Background: an optimization exercise with open tools, aiming at small area, a short achievable clock period and few clock cycles per item. Do not read the settings as production practice.
Function was checked by simulation only, so behaviour that the tests miss may differ from the original.

==> flow/design.v <==
module k_constant_rom(
    input [5:0] t,
    output [31:0] k
    );
    localparam logic [2047:0] KTAB = {
        32'hc67178f2, 32'hbef9a3f7, 32'ha4506ceb, 32'h90befffa, 32'h8cc70208, 32'h84c87814, 32'h78a5636f, 32'h748f82ee,
        32'h682e6ff3, 32'h5b9cca4f, 32'h4ed8aa4a, 32'h391c0cb3, 32'h34b0bcb5, 32'h2748774c, 32'h1e376c08, 32'h19a4c116,
        32'h106aa070, 32'hf40e3585, 32'hd6990624, 32'hd192e819, 32'hc76c51a3, 32'hc24b8b70, 32'ha81a664b, 32'ha2bfe8a1,
        32'h92722c85, 32'h81c2c92e, 32'h766a0abb, 32'h650a7354, 32'h53380d13, 32'h4d2c6dfc, 32'h2e1b2138, 32'h27b70a85,
        32'h14292967, 32'h06ca6351, 32'hd5a79147, 32'hc6e00bf3, 32'hbf597fc7, 32'hb00327c8, 32'ha831c66d, 32'h983e5152,
        32'h76f988da, 32'h5cb0a9dc, 32'h4a7484aa, 32'h2de92c6f, 32'h240ca1cc, 32'h0fc19dc6, 32'hefbe4786, 32'he49b69c1,
        32'hc19bf174, 32'h9bdc06a7, 32'h80deb1fe, 32'h72be5d74, 32'h550c7dc3, 32'h243185be, 32'h12835b01, 32'hd807aa98,
        32'hab1c5ed5, 32'h923f82a4, 32'h59f111f1, 32'h3956c25b, 32'he9b5dba5, 32'hb5c0fbcf, 32'h71374491, 32'h428a2f98
    };
    assign k = KTAB[{t, 5'd0} +: 32];
endmodule
module SHA256_core(
    input RST,
    input CLK,
    input next_b,
    input [511:0] block,
    output [255:0] digest,
    output core_ready
    );
    function automatic logic [31:0] ror(input logic [31:0] x, input int n);
        ror = (x >> n) | (x << (32 - n));
    endfunction
    logic rsh;              
    logic [1:0] rk;         
    logic rdy;              
    logic busy;             
    logic [6:0] cnt;        
    logic fin;              
    logic [31:0] ha [0:3];  
    logic [31:0] he [0:3];  
    logic [31:0] a, b, c, d, e, f, g, h;
    logic [31:0] w [0:15];
    logic [31:0] k_t, kq;   
    k_constant_rom K_ROM (.t(cnt[5:0]), .k(k_t));
    logic [31:0] s1, ch, s0, mj;
    assign s1 = ror(e, 6) ^ ror(e, 11) ^ ror(e, 25);
    assign ch = (e & f) ^ (~e & g);
    assign s0 = ror(a, 2) ^ ror(a, 13) ^ ror(a, 22);
    assign mj = (a & b) ^ (a & c) ^ (b & c);
    logic [31:0] ks, kc, p1s, p1c, p2s, p2c, p3s, p3c, p4s, p4c, q2s, q2c, q3s, q3c;
    always_comb begin
        ks = h ^ kq ^ w[0];
        kc = {((h & kq) | (h & w[0]) | (kq & w[0])), 1'b0};
        p1s = s1 ^ ch ^ ks;
        p1c = {((s1 & ch) | (s1 & ks) | (ch & ks)), 1'b0};
        p2s = s0 ^ mj ^ kc;
        p2c = {((s0 & mj) | (s0 & kc) | (mj & kc)), 1'b0};
        p3s = p1s ^ p1c ^ p2s;
        p3c = {((p1s & p1c) | (p1s & p2s) | (p1c & p2s)), 1'b0};
        p4s = p3s ^ p3c ^ p2c;
        p4c = {((p3s & p3c) | (p3s & p2c) | (p3c & p2c)), 1'b0};
        q2s = p1s ^ p1c ^ kc;
        q2c = {((p1s & p1c) | (p1s & kc) | (p1c & kc)), 1'b0};
        q3s = q2s ^ q2c ^ d;
        q3c = {((q2s & q2c) | (q2s & d) | (q2c & d)), 1'b0};
    end
    logic [31:0] a_new, e_new;
    assign a_new = p4s + p4c;
    assign e_new = q3s + q3c;
    logic [31:0] sg0, sg1, w_new;
    assign sg0 = ror(w[1], 7) ^ ror(w[1], 18) ^ (w[1] >> 3);
    assign sg1 = ror(w[14], 17) ^ ror(w[14], 19) ^ (w[14] >> 10);
    logic [31:0] ws1s, ws1c, ws2s, ws2c;
    always_comb begin
        ws1s = sg1 ^ w[9] ^ w[0];
        ws1c = {((sg1 & w[9]) | (sg1 & w[0]) | (w[9] & w[0])), 1'b0};
        ws2s = ws1s ^ ws1c ^ sg0;
        ws2c = {((ws1s & ws1c) | (ws1s & sg0) | (ws1c & sg0)), 1'b0};
    end
    assign w_new = ws2s + ws2c;
    logic [31:0] sum_a, sum_e;
    add32_bk A_ADD (.x(ha[3]), .y(a), .s(sum_a));
    add32_bk E_ADD (.x(he[3]), .y(e), .s(sum_e));
    logic [31:0] h0a, h0e;
    always_comb begin
        case (rk)
            2'd0: begin h0a = 32'ha54ff53a; h0e = 32'h5be0cd19; end
            2'd1: begin h0a = 32'h3c6ef372; h0e = 32'h1f83d9ab; end
            2'd2: begin h0a = 32'hbb67ae85; h0e = 32'h9b05688c; end
            default: begin h0a = 32'h6a09e667; h0e = 32'h510e527f; end
        endcase
    end
    always_ff @(posedge CLK) begin
        if (RST) begin
            rdy <= 1'b0;
            busy <= 1'b0;
            cnt <= 7'd0;
            fin <= 1'b0;
            rsh <= 1'b1;
            rk <= 2'd0;
        end else if (rsh) begin
            rk <= rk + 2'd1;
            if (rk == 2'd3) begin
                rsh <= 1'b0;
                rdy <= 1'b1;
            end
        end else if (busy) begin
            if (cnt == 7'd65) begin
                busy <= 1'b0;
                rdy <= 1'b1;
                cnt <= 7'd0;
            end else begin
                cnt <= cnt + 7'd1;
            end
            fin <= (cnt >= 7'd61) && (cnt != 7'd65);
        end else if (rdy) begin
            if (next_b) begin
                rdy <= 1'b0;
                busy <= 1'b1;
                cnt <= 7'd1;
            end
        end else begin
            rsh <= 1'b1;
            rk <= 2'd0;
        end
    end
    always_ff @(posedge CLK) begin
        if (fin || rsh) begin
            ha[0] <= rsh ? h0a : sum_a;
            ha[1] <= ha[0];
            ha[2] <= ha[1];
            ha[3] <= ha[2];
            he[0] <= rsh ? h0e : sum_e;
            he[1] <= he[0];
            he[2] <= he[1];
            he[3] <= he[2];
        end
    end
    always_ff @(posedge CLK) begin
        if (busy) begin
            a <= a_new;
            b <= a;
            c <= b;
            d <= c;
            e <= e_new;
            f <= e;
            g <= f;
            h <= g;
            for (int i = 0; i < 15; i++) w[i] <= w[i + 1];
            w[15] <= w_new;
        end else begin
            a <= ha[0];
            b <= ha[1];
            c <= ha[2];
            d <= ha[3];
            e <= he[0];
            f <= he[1];
            g <= he[2];
            h <= he[3];
            for (int i = 0; i < 16; i++) w[i] <= block[511 - 32*i -: 32];
        end
        kq <= k_t;
    end
    assign digest = {ha[0], ha[1], ha[2], ha[3], he[0], he[1], he[2], he[3]};
    assign core_ready = rdy;
endmodule
module add32_bk(
    input [31:0] x,
    input [31:0] y,
    output [31:0] s
    );
    logic [31:0] g [0:9];
    logic [31:0] p [0:9];
    assign g[0] = x & y;
    assign p[0] = x ^ y;
    genvar l, i;
    for (l = 1; l <= 5; l++) begin : up
        for (i = 0; i < 32; i++) begin : b
            if ((i % (1 << l)) == ((1 << l) - 1)) begin : n
                assign g[l][i] = g[l-1][i] | (p[l-1][i] & g[l-1][i - (1 << (l-1))]);
                assign p[l][i] = p[l-1][i] & p[l-1][i - (1 << (l-1))];
            end else begin : t
                assign g[l][i] = g[l-1][i];
                assign p[l][i] = p[l-1][i];
            end
        end
    end
    for (l = 6; l <= 9; l++) begin : dn
        localparam int D = 1 << (9 - l);
        for (i = 0; i < 32; i++) begin : b
            if (i >= 3*D - 1 && ((i - (3*D - 1)) % (2*D)) == 0) begin : n
                assign g[l][i] = g[l-1][i] | (p[l-1][i] & g[l-1][i - D]);
                assign p[l][i] = p[l-1][i] & p[l-1][i - D];
            end else begin : t
                assign g[l][i] = g[l-1][i];
                assign p[l][i] = p[l-1][i];
            end
        end
    end
    assign s = p[0] ^ {g[9][30:0], 1'b0};
endmodule
export LEC_CHECK = 0
export ABC_AREA = 1
export CAP_MARGIN = 20
export CORE_MARGIN = 2
export CORE_UTILIZATION = 62
export CTS_CLUSTER_DIAMETER = 60
export CTS_CLUSTER_SIZE = 30
export PLACE_DENSITY = 0.7
export SLEW_MARGIN = 20
create_clock -name core_clock -period 15.0 [get_ports {CLK}]
standard.sh (not shown) runs the stock make flow with config.mk's settings and CLKGATE_MAP_FILE= SYNTH_SCRIPT=/design/flow/synth_recipe.tcl, a recipe that flattens the netlist after the stock synthesis.
==> flow/flow/run.sh <==
#!/bin/bash
# Layout flow: the standard synthesis and layout (standard.sh), with
#  - port buffers of the smallest buffer cell (buf_1) instead of the default choice,
#  - timing repair run with an extra setup margin so that the achieved period is pushed
#    well below the (loose) 15 ns clock; the SDC itself is unchanged.
# Each make step's output goes to its own log file here; ORFS keeps per-tool logs under orfs/logs.
set -eo pipefail
MARGIN=$(cat flow/margin.txt)
bash standard.sh synth > log_synth.txt 2>&1
bash standard.sh BUFFER_PORTS_ARGS="-buffer_cell sky130_fd_sc_hd__buf_1" \
    SETUP_SLACK_MARGIN=$MARGIN finish > log_layout.txt 2>&1
==> flow/flow/margin.txt <==
10.6
Testbench counts at the start, summed over its fixed seeds: cycles 8,456, blocks 128.
Edit:
--- a/flow/design.v
+++ b/flow/design.v
@@ -33,33 +33,32 @@
     logic fin;              
     logic [31:0] ha [0:3];  
     logic [31:0] he [0:3];  
     logic [31:0] a, b, c, d, e, f, g, h;
     logic [31:0] w [0:15];
+    logic [31:0] hk;        
     logic [31:0] k_t, kq;   
-    k_constant_rom K_ROM (.t(cnt[5:0]), .k(k_t));
+    k_constant_rom K_ROM (.t(cnt[5:0] + 6'd1), .k(k_t));
     logic [31:0] s1, ch, s0, mj;
     assign s1 = ror(e, 6) ^ ror(e, 11) ^ ror(e, 25);
     assign ch = (e & f) ^ (~e & g);
     assign s0 = ror(a, 2) ^ ror(a, 13) ^ ror(a, 22);
     assign mj = (a & b) ^ (a & c) ^ (b & c);
-    logic [31:0] ks, kc, p1s, p1c, p2s, p2c, p3s, p3c, p4s, p4c, q2s, q2c, q3s, q3c;
+    logic [31:0] p1s, p1c, p2s, p2c, p3s, p3c, p4s, p4c, q2s, q2c, q3s, q3c;
     always_comb begin
-        ks = h ^ kq ^ w[0];
-        kc = {((h & kq) | (h & w[0]) | (kq & w[0])), 1'b0};
-        p1s = s1 ^ ch ^ ks;
-        p1c = {((s1 & ch) | (s1 & ks) | (ch & ks)), 1'b0};
-        p2s = s0 ^ mj ^ kc;
-        p2c = {((s0 & mj) | (s0 & kc) | (mj & kc)), 1'b0};
+        p1s = s1 ^ ch ^ hk;
+        p1c = {((s1 & ch) | (s1 & hk) | (ch & hk)), 1'b0};
+        p2s = s0 ^ mj ^ w[0];
+        p2c = {((s0 & mj) | (s0 & w[0]) | (mj & w[0])), 1'b0};
         p3s = p1s ^ p1c ^ p2s;
         p3c = {((p1s & p1c) | (p1s & p2s) | (p1c & p2s)), 1'b0};
         p4s = p3s ^ p3c ^ p2c;
         p4c = {((p3s & p3c) | (p3s & p2c) | (p3c & p2c)), 1'b0};
-        q2s = p1s ^ p1c ^ kc;
-        q2c = {((p1s & p1c) | (p1s & kc) | (p1c & kc)), 1'b0};
-        q3s = q2s ^ q2c ^ d;
-        q3c = {((q2s & q2c) | (q2s & d) | (q2c & d)), 1'b0};
+        q2s = p1s ^ p1c ^ d;
+        q2c = {((p1s & p1c) | (p1s & d) | (p1c & d)), 1'b0};
+        q3s = q2s ^ q2c ^ w[0];
+        q3c = {((q2s & q2c) | (q2s & w[0]) | (q2c & w[0])), 1'b0};
     end
     logic [31:0] a_new, e_new;
     assign a_new = p4s + p4c;
     assign e_new = q3s + q3c;
     logic [31:0] sg0, sg1, w_new;
@@ -70,11 +69,11 @@
         ws1s = sg1 ^ w[9] ^ w[0];
         ws1c = {((sg1 & w[9]) | (sg1 & w[0]) | (w[9] & w[0])), 1'b0};
         ws2s = ws1s ^ ws1c ^ sg0;
         ws2c = {((ws1s & ws1c) | (ws1s & sg0) | (ws1c & sg0)), 1'b0};
     end
-    assign w_new = ws2s + ws2c;
+    add32_bk W_ADD (.x(ws2s), .y(ws2c), .s(w_new));
     logic [31:0] sum_a, sum_e;
     add32_bk A_ADD (.x(ha[3]), .y(a), .s(sum_a));
     add32_bk E_ADD (.x(he[3]), .y(e), .s(sum_e));
     logic [31:0] h0a, h0e;
     always_comb begin
@@ -129,10 +128,12 @@
             he[1] <= he[0];
             he[2] <= he[1];
             he[3] <= he[2];
         end
     end
+    logic [31:0] hk_new;
+    add32_bk H_ADD (.x(busy ? g : he[3]), .y(busy ? kq : 32'h428a2f98), .s(hk_new));
     always_ff @(posedge CLK) begin
         if (busy) begin
             a <= a_new;
             b <= a;
             c <= b;
@@ -153,10 +154,11 @@
             g <= he[2];
             h <= he[3];
             for (int i = 0; i < 16; i++) w[i] <= block[511 - 32*i -: 32];
         end
         kq <= k_t;
+        hk <= hk_new;
     end
     assign digest = {ha[0], ha[1], ha[2], ha[3], he[0], he[1], he[2], he[3]};
     assign core_ready = rdy;
 endmodule
 module add32_bk(
Via count drops by 3.8%.
Final area hardly moves.
Wire length goes down by 3.6%.
Hold slack gains 0.0059 ns.
Fmax is about the same.
Setup slack degrades by 0.0058 ns.
Clock skew shrinks by 0.019 ns.
Die area came out lower by 1.2%.
Core utilization is higher by 1.1 points.
Area after synthesis shrinks by 1.2%.
Final cell count falls by 3.0%.
Synthesized cell count came out lower by 4.0%.
Testbench counts after the change, summed over its fixed seeds: cycles 8,456, blocks 128.

[re-timing with driven ports]
How much do the figures lean on ideal ports? The routed layouts below were timed once more, with nothing changed but the port constraints.
Step 1 (the two cells are an assumption about what drives the block):
set clk [get_ports {CLK}]
set_driving_cell -lib_cell sky130_fd_sc_hd__clkbuf_16 $clk
set_driving_cell -lib_cell sky130_fd_sc_hd__buf_2 [delete_from_list [all_inputs] $clk]
Step 2 adds t to the input delays and takes it off the output delays; t is the mean of the earliest and latest rising clock arrival at the registers after step 1. Input paths then give back, and output paths get back, about the clock's delay inside the block.
Slacks: ideal / step 1 / step 2; pairs: ideal / step 1.
| run | t (ns) | setup slack, ns | hold WS [ns] | cell pins on the clock port's net |
|---|---|---|---|---|
| the first run | 0.776 | 10.573 / 10.499 / 10.573 | 0.406 / 0.406 / 0.406 | 1 |
| the second run | 0.730 | 10.567 / 10.499 / 10.599 | 0.411 / 0.411 / 0.411 | 1 |
After both steps setup and hold are still met in every run listed.
